Background: an optimization exercise with open tools, aiming at small area. Do not read the settings as production practice. No functional check of the RTL was part of this run.

==> flow/design.v <==
`timescale 1ns/1ps
module SatTruncFP#(
    parameter	NB_IN  	= 32,
    parameter	NBF_IN	= 30,
    parameter	NB_OUT	= 16,
    parameter	NBF_OUT	= 15
)
(
    input [NB_IN-1:0]  	i_data,
    output [NB_OUT-1:0] o_data
);
localparam NBI_IN = NB_IN - NBF_IN;
localparam NBI_OUT = NB_OUT - NBF_OUT;
assign o_data = (i_data[(NB_IN-1) -: (NBI_IN-NBI_OUT+1)] == {(NBI_IN-NBI_OUT+1){i_data[NB_IN-1]}}) ? i_data[NBF_IN-NBF_OUT +: NB_OUT] :
																											 {i_data[(NB_IN-1)],{(NB_OUT-1){~i_data[NB_IN-1]}}};
endmodule
module lms #(
    parameter NB_DATA   = 21,
    parameter NBF_DATA  = 20
)(
    input i_clk,
    input i_rst,
    input signed [NB_DATA-1:0]  i_error,
    input signed [NB_DATA-1:0]  i_mic1_reg0,
    input signed [NB_DATA-1:0]  i_mic1_reg1,
    input signed [NB_DATA-1:0]  i_mic1_reg2,
    input signed [NB_DATA-1:0]  i_mic1_reg3,
    input signed [NB_DATA-1:0]  i_mu,
    output signed [NB_DATA-1:0] o_filter_coeff0,
    output signed [NB_DATA-1:0] o_filter_coeff1,
    output signed [NB_DATA-1:0] o_filter_coeff2,
    output signed [NB_DATA-1:0] o_filter_coeff3
);
localparam NBI_DATA = NB_DATA-NBF_DATA;
localparam NB_UXE   = 2*NB_DATA;         
localparam NB_PP    = 3*NB_DATA;         
localparam NBF_PP   = 3*NBF_DATA;
localparam NBI_PP   = NB_PP - NBF_PP;
localparam NB_PSUM  = NB_PP + 1;         
localparam NBF_PSUM = NBF_PP;
localparam NBI_PSUM = NB_PSUM-NBF_PSUM;
wire signed [NB_UXE-1:0]     uxe;
wire signed [NB_PP-1:0]     partial_prod    [3:0];
wire signed [NB_PSUM-1:0]   partial_sum     [3:0];
wire signed [NB_DATA-1:0]   trunc_sum       [3:0];
wire signed [NB_PP-1:0]     h_extended_sig  [3:0];
reg signed  [NB_DATA-1:0]   h               [3:0];
integer ii;
always @(posedge i_clk) begin
    if(i_rst) begin
        for(ii=0; ii<4; ii=ii+1)
            h[ii] <= {NB_DATA{1'b0}};
    end else begin
        for(ii=0; ii<4; ii=ii+1)
            h[ii]    <= trunc_sum[ii];
    end
end
assign uxe              = i_error * i_mu;   
assign partial_prod[0]  = uxe * i_mic1_reg0;    
assign partial_prod[1]  = uxe * i_mic1_reg1;    
assign partial_prod[2]  = uxe * i_mic1_reg2;    
assign partial_prod[3]  = uxe * i_mic1_reg3;    
assign partial_sum[0]   = partial_prod[0] + h_extended_sig[0];  
assign partial_sum[1]   = partial_prod[1] + h_extended_sig[1];  
assign partial_sum[2]   = partial_prod[2] + h_extended_sig[2];  
assign partial_sum[3]   = partial_prod[3] + h_extended_sig[3];  
assign o_filter_coeff0 = h[0];
assign o_filter_coeff1 = h[1];
assign o_filter_coeff2 = h[2];
assign o_filter_coeff3 = h[3];
generate
    genvar jj;
    for (jj=0; jj<4; jj=jj+1) begin
        assign h_extended_sig[jj] = $signed({{NBI_PP-NBI_DATA{h[jj][NB_DATA-1]}}, h[jj], {NBF_PP-NBF_DATA{1'b0}}});
        SatTruncFP #(
            .NB_IN(NB_PSUM),     
            .NBF_IN(NBF_PSUM),   
            .NB_OUT(NB_DATA),     
            .NBF_OUT(NBF_DATA)    
        ) sat_sum (
            .i_data(partial_sum[jj]),
            .o_data(trunc_sum[jj])
        );
    end
endgenerate
endmodule
module fir_adaptive #(
    parameter NB_DATA   = 21,
    parameter NBF_DATA  = 20
)(
    input                       i_clk,
    input                       i_rst,
    input signed [NB_DATA-1:0]  i_mic2,
    input signed [NB_DATA-1:0]  i_mic1,
    input signed [NB_DATA-1:0]  i_mu,
    output signed [NB_DATA-1:0] o_filter
);
localparam NBI_DATA     = NB_DATA-NBF_DATA;
localparam NB_PP        = 2*NB_DATA;             
localparam NBF_PP       = 2*NBF_DATA;           
localparam NB_PSUM1     = NB_PP + 1;             
localparam NB_PSUM2     = NB_PSUM1 + 1;          
localparam NBF_PSUM2    = NBF_PP;
localparam NBI_PSUM2    = NB_PSUM2-NBF_PSUM2;
localparam NB_PSUM3     = NB_PSUM2 +1;           
localparam NBF_PSUM3    = NBF_PSUM2;
reg signed [NB_DATA-1:0]    mic1_shift_reg  [3:0];
reg signed [NB_DATA-1:0]    mic2_in;
reg signed [NB_DATA-1:0]    filter_out;
wire signed [NB_DATA-1:0]   filter_coeff    [3:0];
wire signed [NB_PP-1:0]     partial_prod    [3:0];
wire signed [NB_PSUM1-1:0]  partial_sum1    [1:0];
wire signed [NB_PSUM2-1:0]  partial_sum2;
wire signed [NB_PSUM3-1:0]  partial_sum3;
wire signed [NB_DATA-1:0]   trunc_sum3;
wire signed [NB_PSUM2-1:0]  mic2_in_extended;
always @(posedge i_clk) begin
    if(i_rst) begin
        filter_out          <= {NB_DATA{1'b0}};
        mic2_in             <= {NB_DATA{1'b0}};
        mic1_shift_reg[0]   <= {NB_DATA{1'b0}};
        mic1_shift_reg[1]   <= {NB_DATA{1'b0}};
        mic1_shift_reg[2]   <= {NB_DATA{1'b0}};
        mic1_shift_reg[3]   <= {NB_DATA{1'b0}};
    end else begin
        filter_out          <= trunc_sum3;
        mic2_in             <= i_mic2;
        mic1_shift_reg[0]   <= i_mic1;
        mic1_shift_reg[1]   <= mic1_shift_reg[0];
        mic1_shift_reg[2]   <= mic1_shift_reg[1];
        mic1_shift_reg[3]   <= mic1_shift_reg[2];
    end
end
assign partial_prod [0]     = mic1_shift_reg[0] * filter_coeff[0];   
assign partial_prod [1]     = mic1_shift_reg[1] * filter_coeff[1];   
assign partial_prod [2]     = mic1_shift_reg[2] * filter_coeff[2];   
assign partial_prod [3]     = mic1_shift_reg[3] * filter_coeff[3];   
assign partial_sum1[0]      = partial_prod[0] + partial_prod[1];     
assign partial_sum1[1]      = partial_prod[2] + partial_prod[3];     
assign partial_sum2         = partial_sum1[0] + partial_sum1[1];     
assign mic2_in_extended     = $signed({{NBI_PSUM2-NBI_DATA{mic2_in[NB_DATA-1]}}, mic2_in, {NBF_PSUM2-NBF_DATA{1'b0}}});
assign partial_sum3         = mic2_in_extended - partial_sum2;       
assign o_filter   = filter_out;
lms #(
    .NB_DATA(NB_DATA),
    .NBF_DATA(NBF_DATA)
) u_lms (
    .i_clk(i_clk),
    .i_rst(i_rst),
    .i_error(trunc_sum3),
    .i_mu(i_mu),
    .i_mic1_reg0(mic1_shift_reg[0]),
    .i_mic1_reg1(mic1_shift_reg[1]),
    .i_mic1_reg2(mic1_shift_reg[2]),
    .i_mic1_reg3(mic1_shift_reg[3]),
    .o_filter_coeff0(filter_coeff[0]),
    .o_filter_coeff1(filter_coeff[1]),
    .o_filter_coeff2(filter_coeff[2]),
    .o_filter_coeff3(filter_coeff[3])
);
generate
        SatTruncFP #(
            .NB_IN(NB_PSUM3),    
            .NBF_IN(NBF_PSUM3),  
            .NB_OUT(NB_DATA),     
            .NBF_OUT(NBF_DATA)    
        ) sum_trunc1 (
            .i_data(partial_sum3),
            .o_data(trunc_sum3)
        );
endgenerate
endmodule
==> flow/run.sh <==
#!/bin/bash
# synth_recipe.tcl (not shown) runs the flow's synth.tcl, then flattens the netlist and writes it again
# the make line also repeats each setting of config.mk as NAME=value (left out here)
make -C /OpenROAD-flow-scripts/flow DESIGN_CONFIG=/design/flow/config.mk WORK_HOME=/design/flow/orfs CLKGATE_MAP_FILE= SYNTH_SCRIPT=/design/flow/synth_recipe.tcl finish
==> flow/config.mk <==
export PLATFORM = sky130hd
export DESIGN_NAME = fir_adaptive
export DESIGN_NICKNAME = fir_adaptive
export VERILOG_FILES = /design/flow/design.v
export SDC_FILE = /design/flow/constraint.sdc
export NUM_CORES = 4
export LEC_CHECK = 0
export CAP_MARGIN = 20
export CORE_MARGIN = 2
export CORE_UTILIZATION = 40
export SLEW_MARGIN = 20
==> flow/constraint.sdc <==
create_clock -name core_clock -period 35.0 [get_ports {i_clk}]
set_input_delay 7.0000 -clock core_clock [delete_from_list [all_inputs] [get_ports {i_clk}]]
set_output_delay 7.0000 -clock core_clock [all_outputs]
set_load 0.01 [all_outputs]
==> results.sh <==
export IMPL_initial_core_util_pct=40.2
export IMPL_synth_nets=30700
export IMPL_clkSinkCount=210
export IMPL_cts_hold_fix_buffers=0
export IMPL_fin_tns_setup_ns=0
export IMPL_drtAntennaViolNets=0
export IMPL_core_area_um2=529000
export IMPL_hold_viol_final=0
export IMPL_synth_area_top_cells="fa_1, inv_1, nand2_1"
export IMPL_slowest_delay_ns=0.88
export IMPL_wirelength_um=653000
export IMPL_syn_area_per_cell_um2=9.11
export IMPL_numPortBuffers=85
export IMPL_overflow=0
export IMPL_cts_tree="done"
export IMPL_post_cts_buffers=0
export IMPL_synthArstFlopShare_pct=0
export IMPL_io_pin_count=86
export IMPL_maxSlewHeadroom_pct=10.5
export IMPL_via_per_inst=5.11
export IMPL_synth_seq_cells=210
export IMPL_path_clk_slew_ns=0.06
export IMPL_cp_max_fo=44
export IMPL_vias=151000
export IMPL_cts_resized=0
export IMPL_placed_cell_area_um2=221000
export IMPL_antenna_found_initial=37
export IMPL_rsz0062_at_grt="false"
export IMPL_cp_required_ns=35.65
export IMPL_cts_made_buffers=37
export IMPL_netlist_area_leader_share_pct=58.8
export IMPL_fill_cells=52600
export IMPL_drc=0
export IMPL_fin_nets=29900
export IMPL_setup_slack_ns=5.95
export IMPL_critPathBufInv=24
export IMPL_finClkSkew_ns=0.0529
export IMPL_post_dp_hpwl_um=518000
export IMPL_dp_cells=29500
export IMPL_syn_to_final_growth_pct=4.46
export IMPL_ys_seq_area_share_pct=1.98
export IMPL_grt_max_degree=85
export IMPL_start_kind="register"
export IMPL_cpLargestDelayFamily="adder cells"
export IMPL_layout_cells_non_filler=29600
export IMPL_rows=267
export IMPL_crit_type="reg -> reg"
export IMPL_period_needed_ns=29.05
export IMPL_synthFlopType="dfxtp_1"
export IMPL_hold_slack_ns=0.469
export IMPL_worst_path_most_repeated_cell="fa_1"
export IMPL_fin_util_pct=42.0
export IMPL_grt_util_all_layers_pct=25.1
export IMPL_timing_fmax_mhz=34.4
export IMPL_slew_violations=0
export IMPL_die_area_um2=537000
export IMPL_die_w_um=733
export IMPL_place_ws_ns=6.30
export IMPL_design_area_um2=222000
export IMPL_synth_edff_count=0
export IMPL_clkLatencyLatePin_ns=0.73
export IMPL_dieHeight_um=733
export IMPL_ys_warn_count=6
export IMPL_drt_iter0_drc=10600
export IMPL_cts_htree_levels=2
export IMPL_period_share_pct=83.0
export IMPL_slowest_stage="fa_1"
export IMPL_tightest_slew_ns=1.34
export IMPL_finalSetupViolations=0
export IMPL_syn_area_um2=213000
export IMPL_gp_congestion=0.955
export IMPL_synth_cells=23300
export IMPL_grt_pass1_wl_um=1020000
export IMPL_ctsLongestPathBuffers=3
export IMPL_hold_path_class="reg -> reg"
export IMPL_yosys_cell_types_count=96
export IMPL_drive_gt1_share_pct=2.73
export IMPL_arrival_ns=29.70
export IMPL_grt_pass1_vias=168000
export IMPL_cts_root_buf="clkbuf_16"
export IMPL_first_pass_iters=6
export IMPL_endpoint_kind="register"
export IMPL_yosysTopAreaCell="fa_1"
export IMPL_wl_per_cell_um=22.1
export IMPL_max_cap_violations=0
export IMPL_status="no timing/DRC/antenna violations"
## per-layer routing
layer	wire length, µm	part of all wire, %	global-route usage (%)
met5	80	0.012	0
met4	29100	4.5	9.36
met3	52900	8.1	4.66
met2	316000	48	42.3
met1	255000	39	32.3
## cell usage in the layout, fill, tap and decap left out, types with 19 or more instances in the layout
cell,Yosys,layout
a21o_1,306,306
nor2b_1,163,163
diode_2,0,23
a21oi_1,277,275
inv_1,6694,6693
dfxtp_1,210,123
nand2_1,3707,3706
buf_4,3,356
xnor2_1,160,140
nand2b_1,162,162
and3_1,83,83
xnor2_2,0,19
nor3_1,41,39
o21ai_1,15,19
and2_1,1867,1867
a31oi_1,25,25
xor2_1,64,56
o21a_1,27,27
o21ai_0,176,171
fa_1,6241,6240
nand3_1,55,55
clkdlybuf4s50_1,0,83
nor2_1,303,296
dfxtp_2,0,87
o21bai_1,32,32
nand4_1,69,69
ha_1,1089,1085
clkbuf_16,0,39
## final cells by class
| type | count | area (µm²) | area share (%) |
|---|---|---|---|
| flip-flops and latches | 210 | 4310 | 1.94 |
| inverters | 6698 | 25100 | 11.3 |
| diodes | 23 | 57.6 | 0.0259 |
| well taps | 6994 | 8750 | 3.94 |
| clock inverters | 26 | 325 | 0.147 |
| clock buffers | 42 | 1010 | 0.454 |
| multi-input cells | 15100 | 179000 | 80.5 |
| repair buffers | 445 | 3600 | 1.62 |
## synthesized netlist by cell type (32+ instances only)
cell,number
a21o_1,306
inv_1,6694
and2_1,1867
nor2_1,303
nand2_1,3707
dfxtp_1,210
nor2b_1,163
nand4_1,69
ha_1,1089
o21bai_1,32
nand2b_1,162
nand3_1,55
xor2_1,64
nor3_1,41
a21oi_1,277
fa_1,6241
xnor2_1,160
clkbuf_1,1281
o21ai_0,176
and3_1,83
## final timing paths
path	startpoint	end	slack, ns	cells after the start
worst max-delay path	mic1_shift_reg[1][20]$_SDFF_PP0_	u_lms.h[0][4]$_SDFF_PP0_	5.95	91
worst min-delay path	mic1_shift_reg[2][15]$_SDFF_PP0_	mic1_shift_reg[3][15]$_SDFF_PP0_	0.47	1
worst max register to register	mic1_shift_reg[1][20]$_SDFF_PP0_	u_lms.h[0][4]$_SDFF_PP0_	5.95	91
worst min register to register	mic1_shift_reg[2][15]$_SDFF_PP0_	mic1_shift_reg[3][15]$_SDFF_PP0_	0.47	1
## logic make-up after synthesis
logic type	count (synthesis)	share of synthesized area, %
and+or+nand+nor	6516	14.4
muxes	9	0.0512
xor gates and xnor gates	224	0.923
other	1	0.00176
AOI/OAI and AO/OA	1044	3.26
buffers and inverters	8003	14.2
adders and majority gates	7330	65.2
DFF	210	1.98

-- port drivers added, routing unchanged --
The results above use ideal ports. As a check the final layout listed here was re-extracted and re-timed, cells and wires unchanged. Step 1 assumes that a clkbuf_16 drives the clock port and a buf_2 every other input. Step 2, shift: input delay + t, output delay - t, t = (earliest + latest rising clock arrival at the registers) / 2. This alone moves slack from input paths to output paths. a / b / c = no drivers / after step 1 / after step 2; a / b = the first two.
t (ns): 0.827
slack for setup (ns): 5.953 / 5.953 / 5.953
hold WS [ns]: 0.469 / 0.469 / 0.469
latest minus earliest clock arrival (ns): 0.053 / 0.053
worst register clock-pin slew, ns: 0.07 / 0.07
After both steps this run still meets setup and hold. The setup slack of this run moves by 0.000 ns with the drivers and by 0.000 ns with both steps.
